This is an optimization exercise on Yosys and OpenROAD, whose aim is small area, a short achievable clock period and few clock cycles per item, not a production implementation.
Where RTL was checked, it was by simulation tests only, not by an equivalence proof against the original.
For run 2, only the layout was checked, not whether the RTL still works.
Power is estimated from default activity; no workload was simulated.

==> flow/design.v (outline; a module is shown in full before it is edited, if it fits) <==
// module mul_unit: 46 lines
// module mul_fa: 4 lines
// module mul_bsel: 5 lines
// module mul_bsel8: 8 lines
// module mul_nand2: 3 lines
// module mul_xor2: 3 lines
// module mul_aoi22: 3 lines
// module mul_xnor2: 3 lines
// module mul_x2: 3 lines
// module mul_x3: 3 lines
// module mul_mj: 3 lines
// module mul_and2: 3 lines
// module mul_ao21: 3 lines
// module mul_ha: 4 lines
// module shift_add_multiplier: 1625 lines
module mul_unit
(
    input  logic                  clk,
    input  logic                  rst,
    input  logic                  start,
    input  logic [1:0]            mul_type,
    input  logic [31:0]           a,
    input  logic [31:0]           b,
    input  logic [4:0]            arch_reg,
    input  logic [5:0]   phys_reg,
    input  logic [2:0]  rob,
    input  logic                  cdb_mul_ack,
    input  logic                  branch,
    output logic                  cdb_valid,
    output logic [2:0]  cdb_rob,
    output logic [4:0]            cdb_arch_reg,
    output logic [5:0]   cdb_phys_reg,
    output logic [31:0]           cdb_data,
    output logic [31:0]           cdb_ps1_rdata,
    output logic [31:0]           cdb_ps2_rdata,
    output logic                  done
);
  // ...
==> flow/flow/run.sh <==
#!/bin/bash
# The standard ORFS layout (standard.sh) with two changes:
#  - the port buffers are sky130_fd_sc_hd__buf_1 instead of the cell
#    buffer_ports picks by itself (a slow delay cell);
#  - after the standard synthesis every combinational cell is set to its
#    drive-1 variant; floorplan/placement repair sizes up what timing needs.
set -euo pipefail
export BUFFER_PORTS_ARGS="-buffer_cell sky130_fd_sc_hd__buf_1"
RES=orfs/results/${FLOW_PLATFORM}/mul_unit/base
bash standard.sh synth > synth.log 2>&1
DS_ODB=$RES/1_synth.odb openroad -no_init -exit flow/downsize.tcl > downsize.log 2>&1
touch $RES/1_synth.sdc
bash standard.sh > standard.log 2>&1
==> flow/flow/downsize.tcl <==
# Set every combinational cell of the synthesized netlist to its drive-1
# variant; the resizer's repair steps size up what timing needs.
set odb_file $::env(DS_ODB)
read_db $odb_file
set db [ord::get_db]
set n 0
foreach inst [[ord::get_db_block] getInsts] {
  set m [[$inst getMaster] getName]
  if {[regexp {^(sky130_fd_sc_hd__[a-z0-9]+)_([0-9]+)$} $m -> base drive]} {
    if {$drive <= 1} continue
    if {[regexp {df|dl|sdf|edf|clk|conb|buf} $base]} continue
    set new [$db findMaster ${base}_1]
    if {$new == "NULL" || $new == ""} continue
    $inst swapMaster $new
    incr n
  }
}
puts "downsized $n cells"
write_db $odb_file
==> flow/standard.sh <==
#!/bin/bash
# synth_recipe.tcl (not shown) runs the flow's synth.tcl, then flattens the netlist and writes it again
# the make line also repeats each setting of config.mk as NAME=value (left out here)
make -C /OpenROAD-flow-scripts/flow DESIGN_CONFIG=/design/flow/config.mk WORK_HOME=/design/flow/orfs CLKGATE_MAP_FILE= SYNTH_SCRIPT=/design/flow/synth_recipe.tcl "${@:-finish}"
==> flow/config.mk <==
export PLATFORM = sky130hd
export DESIGN_NAME = mul_unit
export DESIGN_NICKNAME = mul_unit
export VERILOG_FILES = /design/flow/design.v
export SDC_FILE = /design/flow/constraint.sdc
export NUM_CORES = 4
export LEC_CHECK = 0
export CAP_MARGIN = 20
export CORE_MARGIN = 2
export CORE_UTILIZATION = 50
export SETUP_SLACK_MARGIN = 1.1
export SLEW_MARGIN = 20
export SYNTH_HIERARCHICAL = 1
export SYNTH_MINIMUM_KEEP_SIZE = 0
==> flow/constraint.sdc <==
create_clock -name core_clock -period 5.0 [get_ports {clk}]
set_input_delay 1.0000 -clock core_clock [delete_from_list [all_inputs] [get_ports {clk}]]
set_output_delay 1.0000 -clock core_clock [all_outputs]
set_load 0.01 [all_outputs]
==> flow_summary.ini, run 1 <==
[status]
status = complete, no violations

[setup_path]
crit_path_start = u_mul.cs0_q[29]
cpPeakStageDelay_ps = 640

[timing]
slew_headroom_pct = 38.0
hold_slack_ps = 571
tightest_slew_ps = 930
period_share_pct = 77.9
fmax_mhz = 257

[floorplan]
num_io_pins = 197
core_area_um2 = 31600

[placement]
pre_cts_ws_ps = 1160
post_dp_cell_area_um2 = 17900

[global_routing]
grt_pass1_wl_mm = 71.9
grt_use_met3_pct = 3.66
met2_usage_pct = 47.5

[pwr]
clkPwrFrac_pct = 11.2
powerSeq_w = 0.00233
combPwrFrac_pct = 69.5
p_sw_w = 0.00530
power-top-group = combinational logic

[hold_path]
hp-start = u_mul.busy

[logic_synthesis]
synth_cells = 1352
synth_area_um2 = 16100

[cells_and_area]
utilization_pct = 59.5
final-clk-cell-share_pct = 3.14
seqCellArea_um2 = 4400
reg_top3 = u_mul.a_q x32, u_mul.cs0_q x31, u_mul.cs1_q x30
nonClockBufferCount = 279

[cts]
clockBufferDepth = 2

[drt]
dr_wl_met3_mm = 2.83

[flow_run]
drv_cap = 0
Testbench counts, summed over its fixed seeds: cycles 7,208, ops 2,400.
==> run 2, diff against run 1 <==
--- a/flow/design.v
+++ b/flow/design.v
@@ -1056,16 +1056,17 @@
     logic x1933;
     logic x1936;
     logic x1939;
     logic x1942;
     logic x1945;
     logic x1948;
     logic x1951;
     logic x1954;
+    logic x1957;
     assign pp0 = (bo_q[0] & a_q[0]) ^ b_q[1];
     mul_bsel u3 (.one(bo_q[0]), .two(bt_q[0]), .neg(b_q[1]), .a0(a_q[1]), .a1(a_q[0]), .pp(pp2));
     mul_bsel u6 (.one(bo_q[0]), .two(bt_q[0]), .neg(b_q[1]), .a0(a_q[2]), .a1(a_q[1]), .pp(pp5));
     mul_bsel u9 (.one(bo_q[0]), .two(bt_q[0]), .neg(b_q[1]), .a0(a_q[3]), .a1(a_q[2]), .pp(pp8));
     mul_bsel u12 (.one(bo_q[0]), .two(bt_q[0]), .neg(b_q[1]), .a0(a_q[4]), .a1(a_q[3]), .pp(pp11));
     mul_bsel u15 (.one(bo_q[0]), .two(bt_q[0]), .neg(b_q[1]), .a0(a_q[5]), .a1(a_q[4]), .pp(pp14));
     mul_bsel u18 (.one(bo_q[0]), .two(bt_q[0]), .neg(b_q[1]), .a0(a_q[6]), .a1(a_q[5]), .pp(pp17));
     mul_bsel u21 (.one(bo_q[0]), .two(bt_q[0]), .neg(b_q[1]), .a0(a_q[7]), .a1(a_q[6]), .pp(pp20));
@@ -1567,25 +1568,26 @@
     mul_x2 u1934 (.a(x1924), .b(x1927), .s(x1933));
     mul_x2 u1937 (.a(x1930), .b(c1840), .s(x1936));
     mul_x2 u1940 (.a(c1845), .b(c1850), .s(x1939));
     mul_x2 u1943 (.a(x1933), .b(x1936), .s(x1942));
     mul_x2 u1946 (.a(x1939), .b(x1942), .s(x1945));
     mul_x2 u1949 (.a(c1855), .b(c1860), .s(x1948));
     mul_x2 u1952 (.a(x1945), .b(x1948), .s(x1951));
     mul_x2 u1955 (.a(c1865), .b(x1951), .s(x1954));
+    mul_x2 u1958 (.a(c1870), .b(x1954), .s(x1957));
     logic [30:0] cs0_q;
     logic [30:0] cs1_q;
     logic [30:20] cs2_q;
-    logic [2:0] top_q;
+    logic [1:0] top_q;
     always_ff @(posedge clk) begin
         cs0_q <= {c1805, c1745, c1680, s1674, s1614, s1554, s1499, s1444, s1394, s1344, c1255, s1254, c1170, c1130, c1090, c1055, c1020, s1014, c960, c935, c910, s904, c870, s864, s849, s834, s824, c815, pp96, pp2, b_q[1]};
         cs1_q <= {c1810, s1804, s1739, c1620, c1560, c1505, c1450, c1400, c1350, s1349, s1304, s1259, s1214, s1169, s1129, s1089, s1054, s1019, s989, s959, s934, s909, s889, s869, s854, s839, s829, s819, s814, 1'b0, pp0};
         cs2_q <= {s1874, s1809, s1744, s1679, s1619, s1559, s1504, s1449, s1399, c1305, c1260};
-        top_q <= {c1875, x1954, c1870};
+        top_q <= {c1875, x1957};
     end
     logic [31:0] prod;
     logic [30:0] pg_g, pg_p, ad_x, ad_y;
     logic [31:20] o3_c;
     assign o3_c[20] = 1'b0;
     for (genvar i = 20; i < 31; i++) begin : g_o3
         mul_fa u (.a(cs0_q[i]), .b(cs1_q[i]), .ci(cs2_q[i]), .s(ad_x[i]), .co(o3_c[i+1]));
     end
@@ -1861,22 +1863,20 @@
     mul_x2 u_sum23 (.a(pg_p[23]), .b(sk4_g22), .s(prod[23]));
     mul_x2 u_sum24 (.a(pg_p[24]), .b(sk4_g23), .s(prod[24]));
     mul_x2 u_sum25 (.a(pg_p[25]), .b(sk4_g24), .s(prod[25]));
     mul_x2 u_sum26 (.a(pg_p[26]), .b(sk4_g25), .s(prod[26]));
     mul_x2 u_sum27 (.a(pg_p[27]), .b(sk4_g26), .s(prod[27]));
     mul_x2 u_sum28 (.a(pg_p[28]), .b(sk4_g27), .s(prod[28]));
     mul_x2 u_sum29 (.a(pg_p[29]), .b(sk4_g28), .s(prod[29]));
     mul_x2 u_sum30 (.a(pg_p[30]), .b(sk4_g29), .s(prod[30]));
-    logic p31_2;
-    mul_x2 u_p31_2 (.a(top_q[0]), .b(top_q[1]), .s(p31_2));
     logic p31_1;
-    mul_x2 u_p31_1 (.a(top_q[2]), .b(o3_c[31]), .s(p31_1));
+    mul_x2 u_p31_1 (.a(top_q[0]), .b(top_q[1]), .s(p31_1));
     logic p31_0;
-    mul_x2 u_p31_0 (.a(p31_2), .b(p31_1), .s(p31_0));
+    mul_x2 u_p31_0 (.a(o3_c[31]), .b(p31_1), .s(p31_0));
     mul_x2 u_sum31 (.a(p31_0), .b(sk4_g30), .s(prod[31]));
     logic g, gd;
     assign g  = deliver;
     assign gd = deliver & ~zero_q;
     logic [31:0] data_g, ps1_g, ps2_g;
     logic [13:0] tag_g, tag_q;
     assign tag_q = {rob_q, arch_q, phys_q};
     for (genvar i = 0; i < 32; i++) begin : g_gate
==> flow_summary.ini, run 2 <==
[floorplan]
rows = 65
fp.dieH_um = 183
start_util_pct = 50.9
die_area_um2 = 33700
core_area_um2 = 31600
die_x_um = 183
num_io_pins = 197

[placement]
dp_hpwl_mm = 33.3
place.gp.congestion = 0.896
io_buffers = 196
post_dp_cell_area_um2 = 17800
pre_cts_ws_ps = 1130

[cts]
root_buffer = clkbuf_16
cts_tree = yes
clockBufferDepth = 2
clock-sinks = 171
clkTransAtPathRegs_ps = 80
htreeDepth = 4
worst_skew_pair.late_latency_ps = 450
postCtsHoldBufs = 0
cts_buffers = 17

[cells_and_area]
final_cell_area_um2 = 19300
reg_top3 = u_mul.a_q x32, u_mul.cs0_q x31, u_mul.cs1_q x30
layout_commonest_cell = xnor2_1
layout-drive-gt1-share_pct = 11.9
syn_to_final_growth_pct = 19.8
largest_register = u_mul.a_q
antenna_cells = 0
final_cell_mix = 266 x xnor2_1, 255 x a22oi_1, 190 x fa_1, 189 x buf_1, 151 x and2_1
largest_reg_flops = 32
nets = 2020
fill_cells = 2696

[timing]
fmax_mhz = 256
final_max_slew_viol_count = 0
hold_slack_ps = 569
tightest_slew_ps = 877
period_share_pct = 78.1
setup_slack_ps = 1090
setup_violations = 0
setup_tns_ps = 0
rsz0062_at_grt = true
slew_headroom_pct = 41.6
fin_crit_ps = 3910
clock_skew_ps = 16.5
hold_viol_final = 0

[pwr]
ir_drop_v = 0.000347
p_leak_nw = 7.60
power.total_w = 0.0124
powerDensity_nw_per_um2 = 644

[hold_path]
min_path_type = flip-flop to flip-flop
holdPathStages = 1
hp-start = u_mul.busy
whs_endpoint = u_mul.busy

[setup_path]
critPathMaxFanout = 3
timing.rr.end = u_mul.cs1_q[19]
rrSetupSlack_ps = 1190
path_class = flip-flop to output port
start_kind = flip-flop
reg2reg_depth = 8
cp-end-kind = output port
regToRegStartpoint = u_mul.bodd_q[5]
critPathRequiredTime_ps = 4000
cp.arrival_ps = 2910

[logic_synthesis]
syn_avg_cell_area_um2 = 11.9
synth_cells = 1351
ys_warn_count = 7
synth_area_um2 = 16100

[drt]
ant_nets = 0
dr.first_iter.drc_count = 995
via_per_inst = 5.81
vias = 12200
drt-total-wl_mm = 46.2
drc_errors = 0
drt-pass1-iter-count = 6
post_drt_wl_per_cell_um = 22.1

[global_routing]
track_usage_pct = 28.1
grt_start_max_net_pins = 82
grt_pass1_wl_mm = 71.4
grt_pass1_vias = 12400
antenna_found_initial = 0
overflow = 0

[status]
status = complete, no violations

[flow_run]
drv_cap = 0
==> run 2: repair_timing <==
action / in CTS / in global routing
setup buffers: 5 / 51
endpoints found under the setup margin: 15 / 23
hold endpoints to repair: 0 / 0
gates resized for setup: 31 / 14
pin swaps: 18 / 14
==> run 2: worst max-delay path by stage <==
stage	to	cells past startpoint	slack, ps	start
6_report	cdb_data[31]	9	1090	u_mul.cs0_q[30]
5_1_grt	cdb_data[31]	9	1000	u_mul.cs0_q[30]
4_1_cts	cdb_data[30]	10	1040	u_mul.cs2_q[25]
3_5_place_dp	u_mul.cs2_q[30]	7	1130	u_mul.bo_q[6]
3_3_place_gp	u_mul.cs2_q[29]	8	1180	u_mul.bo_q[6]
2_1_floorplan	u_mul.cs1_q[19]	7	1080	u_mul.bodd_q[0]
==> run 2: per-layer routing <==
metal | global-route usage, % | up-vias | share of wire [%] | wire length [um]
li1 | - | 5527 | - | -
met1 | 37.1 | 5968 | 41 | 19000
met2 | 46.3 | 573 | 49 | 22600
met3 | 4.48 | 101 | 6.6 | 3070
met4 | 11.7 | 0 | 3.6 | 1660
met5 | 0 | - | 0 | 0
==> run 2: power by group <==
part	leakage [nW]	switching (W)	internal, W
registers	1.64	0.000277	0.00202
clock network	0.304	0.000692	0.000728
logic	5.66	0.00443	0.00428
==> run 2: per-stage QoR <==
stage	cells	util, %
finish	2095	60.9
global route	2095	60.9
CTS	2044	58.9
detailed placement	2007	56.4
global placement	2007	56.4
floorplan	1352	-
==> run 2: layout make-up <==
| cell class | count | area [um2] | share of cell area (%) |
|---|---|---|---|
| Multi-Input combinational cell | 1176 | 11900 | 61.8 |
| Sequential cell | 171 | 4390 | 22.8 |
| Timing Repair Buffer | 312 | 1840 | 9.55 |
| Tap cell | 402 | 503 | 2.61 |
| Clock buffer | 17 | 425 | 2.21 |
| Clock inverter | 15 | 195 | 1.01 |
| Inverter | 2 | 11.3 | 0.0584 |
==> run 2: worst max-delay path: stages (launching register included) <==
cell and delay [ps]:
dfxtp_1 320, fa_1 680, ha_1 320, and2_1 190, and2_1 160, and2_1 150
a21o_1 190, xor2_1 150, and2_1 160, clkbuf_2 120

## separate check: timing with driven ports
No port has a modelled driver above. Below, the same layouts with a new extraction and two added sets of constraints.
Step 1 assumes that a clkbuf_16 drives the clock port and a buf_2 every other input.
Step 2, shift: input delay + t, output delay - t, t = (earliest + latest rising clock arrival at the registers) / 2. This alone moves slack from input paths to output paths.
a / b / c = no drivers / after step 1 / after step 2; a / b = the first two.
run	t (ns)	slack for setup (ns)	clock arrival spread, ns
run 1	0.490	1.103 / 1.052 / 1.192	0.017 / 0.017
run 2	0.499	1.093 / 1.039 / 1.194	0.017 / 0.017
After both steps setup and hold are still met in every run listed.
